This is an optimization exercise on Yosys and OpenROAD, whose aim is small area, a short achievable clock period and few clock cycles per item, not a production implementation. RTL that was checked went through simulation tests only; none was proved equivalent to the original. Only the layout flow was run in runs 1 and 2; the RTL was not checked for function there.

==> flow/design.v, too long to show whole: its modules and the start of the top module <==
// module booth_mul: 949 lines
// module mul_fa: 6 lines
// module mul_ha: 6 lines
// module invsqrt: 82 lines
module invsqrt (clk, rst, start, float_in, float_out, ready);
  // ...
==> flow/run.sh <==
#!/bin/bash
# synth_recipe.tcl (not shown) runs the flow's synth.tcl, then flattens the netlist and writes it again
# the make line also repeats each setting of config.mk as NAME=value (left out here)
make -C /OpenROAD-flow-scripts/flow DESIGN_CONFIG=/design/flow/config.mk WORK_HOME=/design/flow/orfs CLKGATE_MAP_FILE= SYNTH_SCRIPT=/design/flow/synth_recipe.tcl finish
==> flow/config.mk <==
export PLATFORM = sky130hd
export DESIGN_NAME = invsqrt
export DESIGN_NICKNAME = invsqrt
export VERILOG_FILES = /design/flow/design.v
export SDC_FILE = /design/flow/constraint.sdc
export NUM_CORES = 4
export LEC_CHECK = 0
export ABC_AREA = 1
export CAP_MARGIN = 20
export CORE_MARGIN = 2
export CORE_UTILIZATION = 40
export SLEW_MARGIN = 20
export SYNTH_HIERARCHICAL = 1
export SYNTH_MINIMUM_KEEP_SIZE = 0
==> flow/constraint.sdc <==
create_clock -name core_clock -period 11.0 [get_ports {clk}]
set_input_delay 2.2000 -clock core_clock [delete_from_list [all_inputs] [get_ports {clk}]]
set_output_delay 2.2000 -clock core_clock [all_outputs]
set_load 0.01 [all_outputs]
==> impl_results.md, run 1 <==
* Clock tree sinks at 33
* Maximum root-to-sink buffer count at 2
* Inverters at 315
* Total core area at 0.0551 mm²
* Hold path start: state[1]
* GRT overflow at 0
* Status: no timing/DRC/antenna violations
* Clock skew at 0.0134 ns
* Largest net degree at the start of global routing at 104
* Drt drc at 0
* Sequential share of cell area at 4.08%
* Starting Density at 40.5%
* Largest stage delay, worst path at 0.63 ns
* IO buf count at 66
* Critical path peak fanout at 23
* Multi-input gate share of total cell area at 81.7%
* Tapcells at 748
* R2R depth at 37
* Resize count post-CTS at 0
* Global Route met3 Usage at 4.74%
* Min setup slack post-route at 0.835 ns
* Cts hold-fix bufs at 0
* Multi-input gates at 2668
* DP Area at 0.0236 mm²
* WL met3 at 7730 µm
* M2 GR Usage at 48.0%
==> module invsqrt, before the edit <==
module invsqrt (clk, rst, start, float_in, float_out, ready);
input wire start;
input wire clk;
input wire rst;
input wire [31:0] float_in;
output wire [31:0] float_out;
output wire ready;
localparam IDLE = 2'd0,
           S1   = 2'd1,
           S2   = 2'd2,
           DONE = 2'd3;
reg  [1:0]   state;
reg  [47:22] R;
reg  [1:0]   K;       
reg          wrap1;   
reg          wrap3;   
reg          e_ov;    
wire [31:0] y  = 32'h5f3759df - (float_in >> 1);
wire [7:0]  ye = y[30:23];
wire [7:0]  xe = float_in[30:23];
wire [22:0] xm = float_in[22:0];
wire in_s1 = (state == S1);
wire in_s2 = (state == S2);
wire [22:0] hi1 = R[47] ? R[46:24] : R[45:23];
wire        r1  = R[22];
function [24:0] sub_1d5;
    input [1:0]  te;
    input [22:0] hi;
    input        r;
    reg   [1:0]  s;
    reg   [25:0] ds, w;
    reg   [26:0] m_sub, mo;
    begin
        s = (te == 2'b10) ? 2'd1 : (te == 2'b01) ? 2'd2 : 2'd0;
        ds = (s == 2'd1) ? 26'h1800000 : (s == 2'd2) ? 26'h3000000 : 26'h0C00000;
        w = (r & (&hi)) ? (ds - 26'h0800000) : (ds + {3'b110, ~hi} + {25'd0, ~r});
        m_sub = (s == 2'd1) ? {w[24:0], 2'b00} : (s == 2'd2) ? {w, 1'b0} : {w[23:0], 3'b000};
        mo = m_sub[26] ? m_sub : (m_sub << 1);
        sub_1d5 = {m_sub[26], mo[25:2]};
    end
endfunction
wire [24:0] sub_lo = sub_1d5(K, R[45:23], R[22]);
wire [24:0] sub_hi = sub_1d5(K + {1'b0, ~wrap1}, R[46:24], R[23]);
wire [22:0] a3   = R[47] ? sub_hi[23:1] : sub_lo[23:1];
wire        r3   = R[47] ? sub_hi[0] : sub_lo[0];
wire        ov2  = R[47] ? sub_hi[24] : sub_lo[24];
wire [23:0] opa = in_s1 ? {1'b1, xm} : {1'b1, y[22:0]};
wire [23:0] opb = in_s1 ? {1'b1, hi1} : in_s2 ? {1'b1, a3} : {1'b1, y[22:0]};
wire        cin = in_s1 ? r1 : in_s2 ? r3 : 1'b0;
wire [47:0] P;
booth_mul mul (.a(opa), .b(opb), .cin(cin), .p(P));
wire        n3  = R[47] & ~wrap3;
wire [22:0] m3  = R[47] ? R[46:24] + {22'd0, R[23]} : R[45:23] + {22'd0, R[22]};
wire [7:0]  oe  = ye + {7'd0, e_ov} - 8'd1 + {7'd0, n3};
wire error = (float_in == 32'b0) || (float_in[30:23] == 8'hFF) || float_in[31];
assign float_out = error ? 32'h7FFFFFFF : {1'b0, oe, m3};
assign ready = (state == DONE);
always @(posedge clk) begin
    if (rst)
        state <= IDLE;
    else if (start)
        state <= S1;
    else if (in_s1)
        state <= S2;
    else if (in_s2)
        state <= DONE;
end
always @(posedge clk) begin
    if (start || in_s1 || in_s2)
        R <= P[47:22];
    if (start)
        K <= {ye[0], 1'b0} + xe[1:0] + 2'd1;
    if (in_s1) begin
        K <= K + {1'b0, R[47]};
        wrap1 <= r1 & (&hi1);
    end
    if (in_s2) begin
        e_ov <= ov2;
        wrap3 <= r3 & (&a3);
    end
end
endmodule
==> run 2, diff against run 1 <==
--- a/flow/design.v
+++ b/flow/design.v
@@ -973,7 +973,7 @@
            S2   = 2'd2,
            DONE = 2'd3;
 reg  [1:0]   state;
-reg  [47:22] R;
+reg  [24:0]  R;       
 reg  [1:0]   K;       
 reg          wrap1;   
 reg          wrap3;   
@@ -984,8 +984,9 @@
 wire [22:0] xm = float_in[22:0];
 wire in_s1 = (state == S1);
 wire in_s2 = (state == S2);
-wire [22:0] hi1 = R[47] ? R[46:24] : R[45:23];
-wire        r1  = R[22];
+wire        Rn  = R[24];
+wire [22:0] Rhi = R[23:1];
+wire        Rr  = R[0];
 function [24:0] sub_1d5;
     input [1:0]  te;
     input [22:0] hi;
@@ -1002,18 +1003,17 @@
         sub_1d5 = {m_sub[26], mo[25:2]};
     end
 endfunction
-wire [24:0] sub_lo = sub_1d5(K, R[45:23], R[22]);
-wire [24:0] sub_hi = sub_1d5(K + {1'b0, ~wrap1}, R[46:24], R[23]);
-wire [22:0] a3   = R[47] ? sub_hi[23:1] : sub_lo[23:1];
-wire        r3   = R[47] ? sub_hi[0] : sub_lo[0];
-wire        ov2  = R[47] ? sub_hi[24] : sub_lo[24];
+wire [24:0] sub = sub_1d5(K + {1'b0, Rn & ~wrap1}, Rhi, Rr);
+wire [22:0] a3   = sub[23:1];
+wire        r3   = sub[0];
+wire        ov2  = sub[24];
 wire [23:0] opa = in_s1 ? {1'b1, xm} : {1'b1, y[22:0]};
-wire [23:0] opb = in_s1 ? {1'b1, hi1} : in_s2 ? {1'b1, a3} : {1'b1, y[22:0]};
-wire        cin = in_s1 ? r1 : in_s2 ? r3 : 1'b0;
+wire [23:0] opb = in_s1 ? {1'b1, Rhi} : in_s2 ? {1'b1, a3} : {1'b1, y[22:0]};
+wire        cin = in_s1 ? Rr : in_s2 ? r3 : 1'b0;
 wire [47:0] P;
 booth_mul mul (.a(opa), .b(opb), .cin(cin), .p(P));
-wire        n3  = R[47] & ~wrap3;
-wire [22:0] m3  = R[47] ? R[46:24] + {22'd0, R[23]} : R[45:23] + {22'd0, R[22]};
+wire        n3  = Rn & ~wrap3;
+wire [22:0] m3  = Rhi + {22'd0, Rr};
 wire [7:0]  oe  = ye + {7'd0, e_ov} - 8'd1 + {7'd0, n3};
 wire error = (float_in == 32'b0) || (float_in[30:23] == 8'hFF) || float_in[31];
 assign float_out = error ? 32'h7FFFFFFF : {1'b0, oe, m3};
@@ -1030,12 +1030,12 @@
 end
 always @(posedge clk) begin
     if (start || in_s1 || in_s2)
-        R <= P[47:22];
+        R <= {P[47], P[47] ? P[46:24] : P[45:23], (P[47] & ~start) ? P[23] : P[22]};
     if (start)
         K <= {ye[0], 1'b0} + xe[1:0] + 2'd1;
     if (in_s1) begin
-        K <= K + {1'b0, R[47]};
-        wrap1 <= r1 & (&hi1);
+        K <= K + {1'b0, Rn};
+        wrap1 <= Rr & (&Rhi);
     end
     if (in_s2) begin
         e_ov <= ov2;
--- a/flow/config.mk
+++ b/flow/config.mk
@@ -9,6 +9,7 @@
 export CAP_MARGIN = 20
 export CORE_MARGIN = 2
 export CORE_UTILIZATION = 40
+export SETUP_SLACK_MARGIN = 2
 export SLEW_MARGIN = 20
 export SYNTH_HIERARCHICAL = 1
 export SYNTH_MINIMUM_KEEP_SIZE = 0
==> impl_results.md, run 2 <==
* Status: no timing/DRC/antenna violations (unchanged)
* GPL Wtd Cong at 0.998 (was 0.986)
* Iter 0 DRT Violations at 2327 (was 2405)
* Largest stage delay, worst path at 0.58 ns (was 0.63 ns)
* Die area at 0.0514 mm² (was 0.0577 mm²)
* DP Cell Count at 3368 (was 3889)
* RSZ-0062 raised after global routing: yes (was no)
* Post-route ant nets at 0 (unchanged)
* Final wirelength at 84900 µm (was 88600 µm)
* Clock tree sinks at 32 (was 33)
* Via count at 20900 (was 22700)
* Hold Fails Final Rpt at 0 (unchanged)
* Boundary pin count at 68 (unchanged)
* Crit-path most repeated cell: nand2_2 (was fa_1)
* Area of the mapped netlist at 0.0198 mm² (was 0.0223 mm²)
* WL per Instance at 24.2 µm (was 22.7 µm)
* Most common cell after layout, fill and taps aside: nand2_1 (unchanged)
* HPWL Detailed at 63800 µm (was 70400 µm)
* Die width at 227 µm (was 240 µm)
* First-pass GRT wire length at 125000 µm (was 134000 µm)
* Max-slew violation count at 0 (unchanged)
* Routed vias/inst at 5.97 (was 5.83)
* Critical Path AT at 8.95 ns (was 10.19 ns)
* Cts bufs inserted at 5 (unchanged)
* Clock skew at 0.00578 ns (was 0.0134 ns)
* Critical path peak fanout at 14 (was 23)
* Worst endpoint required time at 11.03 ns (about the same)
* Area growth syn-to-layout at 24.7% (was 6.71%)
* Vias in the first global route at 20700 (was 22000)
* Layout cells sized above 1 at 23.0% (was 6.13%)
* Total core area at 0.0490 mm² (was 0.0551 mm²)
* Fin crit period at 8.92 ns (was 10.16 ns)
* GRT overflow at 0 (unchanged)
* Initial antenna violation count at 1 (was 0)
* Drt drc at 0 (unchanged)
* Max-cap violations at 0 (unchanged)
* Clk latency of the worst-skew pair at 0.29 ns (was 0.30 ns)
* HP Class: reg2reg (unchanged)
* Largest net degree at the start of global routing at 39 (was 104)
* CP max-delay cell: fa_2 (was inv_1)
* Endpoint class of the critical path: register (unchanged)
* Regs by FF count: R (25), K (2), state (2) (was R (26), K (2), state (2))
* Clk root buf: clkbuf_16 (unchanged)
* Most frequent cells in the layout: 461 x nand2_1, 305 x xor2_1, 243 x o22ai_1 (was 678 x nand2_1, 342 x xor2_1, 299 x inv_1)
* Worst Path Buf+Inv at 5 (was 3)
* YS warnings at 7 (unchanged)
* First-pass iteration count of the detailed router at 6 (unchanged)
* Ant diodes at 0 (unchanged)
* Synthesized instance count at 2721 (was 3203)
* TritonCTS clock tree: yes (unchanged)
* Final std cells w/o fill at 3505 (was 3897)
* Reg clk slew, reported paths at 0.06 ns (about the same)
* Die height at 227 µm (was 240 µm)
* Row Count at 81 (was 86)
* Worst setup SP type: input pin (unchanged)
* Kind of critical path: in2reg (unchanged)
* Crit share post-route at 81.1% (was 92.4%)
* Worst-Margin Slew at 1.15 ns (was 1.09 ns)
* Top reg by flops: R (unchanged)
* Post-synthesis average cell area at 7.29 µm² (was 6.97 µm²)
* GRT Overall Usage at 32.1% (was 30.5%)
* IO buf count at 66 (unchanged)
* Fmax at 112 MHz (was 98.4 MHz)
* Max FFs per register at 25 (was 26)
* Maximum root-to-sink buffer count at 2 (unchanged)
* Crit-path leading delay family: adder cells (unchanged)
* Fin Setup TNS at 0 ns (unchanged)
* H-tree depth at 2 (unchanged)
* # setup viols final at 0 (unchanged)
* Layout Utilization at 50.6% (was 43.2%)
* Nets@finish at 3243 (was 3558)
* Max-slew headroom at 23.1% (was 27.3%)
* Starting Density at 40.5% (about the same)
run 2: repair_timing:
action / 4_1_cts / 5_1_grt
gates cloned: 9 / 5
setup endpoints to repair: 25 / 25
pin swaps: 37 / 136
setup buffers: 63 / 52
endpoints found under the hold margin: 0 / 0
resized for setup: 220 / 350
hold buffers: 0 / 0
run 2: worst paths after layout:
| path | end | slack, ns | from | depth (start not counted) |
|---|---|---|---|---|
| worst max register to register | R[0] | 2.19 | R[24] | 48 |
| worst max-delay path | R[0] | 2.08 | float_in[8] | 36 |
| worst min register to register | state[1] | 0.53 | state[1] | 2 |
| worst min-delay path | state[1] | 0.53 | state[1] | 2 |
run 2: cell type report:
class / count / area (µm²)
fillers: 4773 / 24200
multi-input cells: 2263 / 19100
repair buffers: 261 / 2590
inverters: 275 / 1080
flip-flops and latches: 32 / 941
well taps: 664 / 831
clock buffers: 5 / 125
clock inverters: 3 / 42.5
repair inverters: 2 / 15.0
run 2: metal layers:
| metal | vias to the layer above | GRT usage, % | routed length [µm] |
|---|---|---|---|
| met5 | - | 0 | 0 |
| met4 | 0 | 18.3 | 5400 |
| met3 | 295 | 5.46 | 7990 |
| met2 | 1263 | 50.8 | 38200 |
| met1 | 10100 | 41.4 | 33300 |
| li1 | 9232 | - | - |
run 2: through the flow:
| step | hold slack, ns | setup slack [ns] | instance area (µm²) |
|---|---|---|---|
| 6_report | 0.528 | 2.08 | 24700 |
| 5_1_grt | 0.563 | 1.83 | 24700 |
| 4_1_cts | 0.521 | 2.00 | 23000 |
| 3_5_place_dp | 0.512 | 0.535 | 21400 |
| 3_3_place_gp | 0.490 | 0.607 | 21400 |
| 2_1_floorplan | 0.470 | 2.00 | 20000 |
run 2: tightest hold or removal path, cell delays in order (launching register included):
cell and delay, ns:
dfxtp_1 0.33, inv_1 0.08, a211oi_1 0.06
==> run 3, diff against run 2 <==
--- a/flow/design.v
+++ b/flow/design.v
@@ -992,12 +992,14 @@
     input [22:0] hi;
     input        r;
     reg   [1:0]  s;
-    reg   [25:0] ds, w;
+    reg   [25:0] negu, w;
+    reg   [3:0]  ds;
     reg   [26:0] m_sub, mo;
     begin
         s = (te == 2'b10) ? 2'd1 : (te == 2'b01) ? 2'd2 : 2'd0;
-        ds = (s == 2'd1) ? 26'h1800000 : (s == 2'd2) ? 26'h3000000 : 26'h0C00000;
-        w = (r & (&hi)) ? (ds - 26'h0800000) : (ds + {3'b110, ~hi} + {25'd0, ~r});
+        negu = (r & (&hi)) ? 26'h3800000 : ({3'b110, ~hi} + {25'd0, ~r});
+        ds = (s == 2'd1) ? 4'h6 : (s == 2'd2) ? 4'hC : 4'h3;
+        w = {negu[25:22] + ds, negu[21:0]};
         m_sub = (s == 2'd1) ? {w[24:0], 2'b00} : (s == 2'd2) ? {w, 1'b0} : {w[23:0], 3'b000};
         mo = m_sub[26] ? m_sub : (m_sub << 1);
         sub_1d5 = {m_sub[26], mo[25:2]};
--- a/flow/config.mk
+++ b/flow/config.mk
@@ -8,7 +8,7 @@
 export ABC_AREA = 1
 export CAP_MARGIN = 20
 export CORE_MARGIN = 2
-export CORE_UTILIZATION = 40
+export CORE_UTILIZATION = 70
 export SETUP_SLACK_MARGIN = 2
 export SLEW_MARGIN = 20
 export SYNTH_HIERARCHICAL = 1
==> impl_results.md, run 3 <==
* Cts bufs inserted at 5 (unchanged)
* Worst endpoint type: register input
* Cts hold-fix bufs at 0 (unchanged)
* Row Count at 61 (was 81)
* H-tree depth at 2 (unchanged)
* GPL Wtd Cong at 1.15 (was 0.998)
* IO buf count at 66 (unchanged)
* YS warnings at 7 (unchanged)
* HPWL Detailed at 59600 µm (was 63800 µm)
* Synthesized instance count at 2682 (was 2721)
* Setup Slack @ Placement at 0.444 ns (was 0.535 ns)
* Starting Density at 71.1% (was 40.5%)
* Die width at 172 µm (was 227 µm)
* Tool Error: [ERROR GRT-0232] Routing congestion too high. Check the congestion heatmap in the GUI.
* Boundary pin count at 68 (unchanged)
* GRT overflow at 314
* Status: stopped before the end (was no timing/DRC/antenna violations)
* Post-synthesis average cell area at 7.37 µm² (was 7.29 µm²)
* Clk root buf: clkbuf_16 (unchanged)
* Die height at 172 µm (was 227 µm)
* Maximum root-to-sink buffer count at 2 (unchanged)
* Worst_ep grt: R[17]$_DFFE_PP_/D
* Largest net degree at the start of global routing at 49
* Stop stage: 5_1_grt
* GRT Overall Usage at 90.1%
* Area of the mapped netlist at 0.0198 mm² (about the same)
==> run 3: how the worst min path moves through the flow <==
stage,start,to,slack (ns)
detailed placement,state[1],state[1],0.52
CTS,state[1],state[1],0.53
floorplan,state[1],state[1],0.47
global placement,state[1],state[1],0.49
==> run 3: metal layers <==
metal	track usage [%]	GRT overflow
met1	87.6	23
met2	99.8	144
met3	82.7	29
met4	91.1	108
met5	73.0	10
==> run 3: through the flow <==
stage / instances / cell area [µm²] / hold slack [ns]
floorplan: 2696 / 20000 / 0.470
global placement: 3049 / 21100 / 0.488
detailed placement: 3049 / 21100 / 0.518
CTS: 3185 / 23300 / 0.529
==> run 3: what timing repair did <==
item,CTS
pin swaps,68
setup buffers,120
gates resized for setup,321
endpoints found under the setup margin,25
hold endpoints to repair,0
gates cloned,8
Testbench counts of run 3, summed over its fixed seeds: cycles 12,800, items 3,200.

## separate check: timing with driven ports
How much do the figures lean on ideal ports? The routed layouts below were timed once more, with nothing changed but the port constraints. Step 1 sets driving cells, clkbuf_16 on the clock port and buf_2 on the other inputs (assumed; they add their load-dependent delay and slew). Step 2 moves the port delays by t, midway between the first and last clock arrival at a register: inputs arrive t later, outputs are due t later. That takes back most of the time a late clock gives input paths. Three values: no drivers, after step 1, after step 2; two values: the first two.
run	t (ns)	slack for setup (ns)	cell pins on the clock port's net
run 1	0.351	0.835 / 0.867 / 0.516	1
run 2	0.325	2.078 / 2.074 / 1.749	1
After both steps setup and hold are still met in every run listed. The setup slack of run 2, which loses most, moves by -0.004 ns with the drivers and by -0.329 ns with both steps.
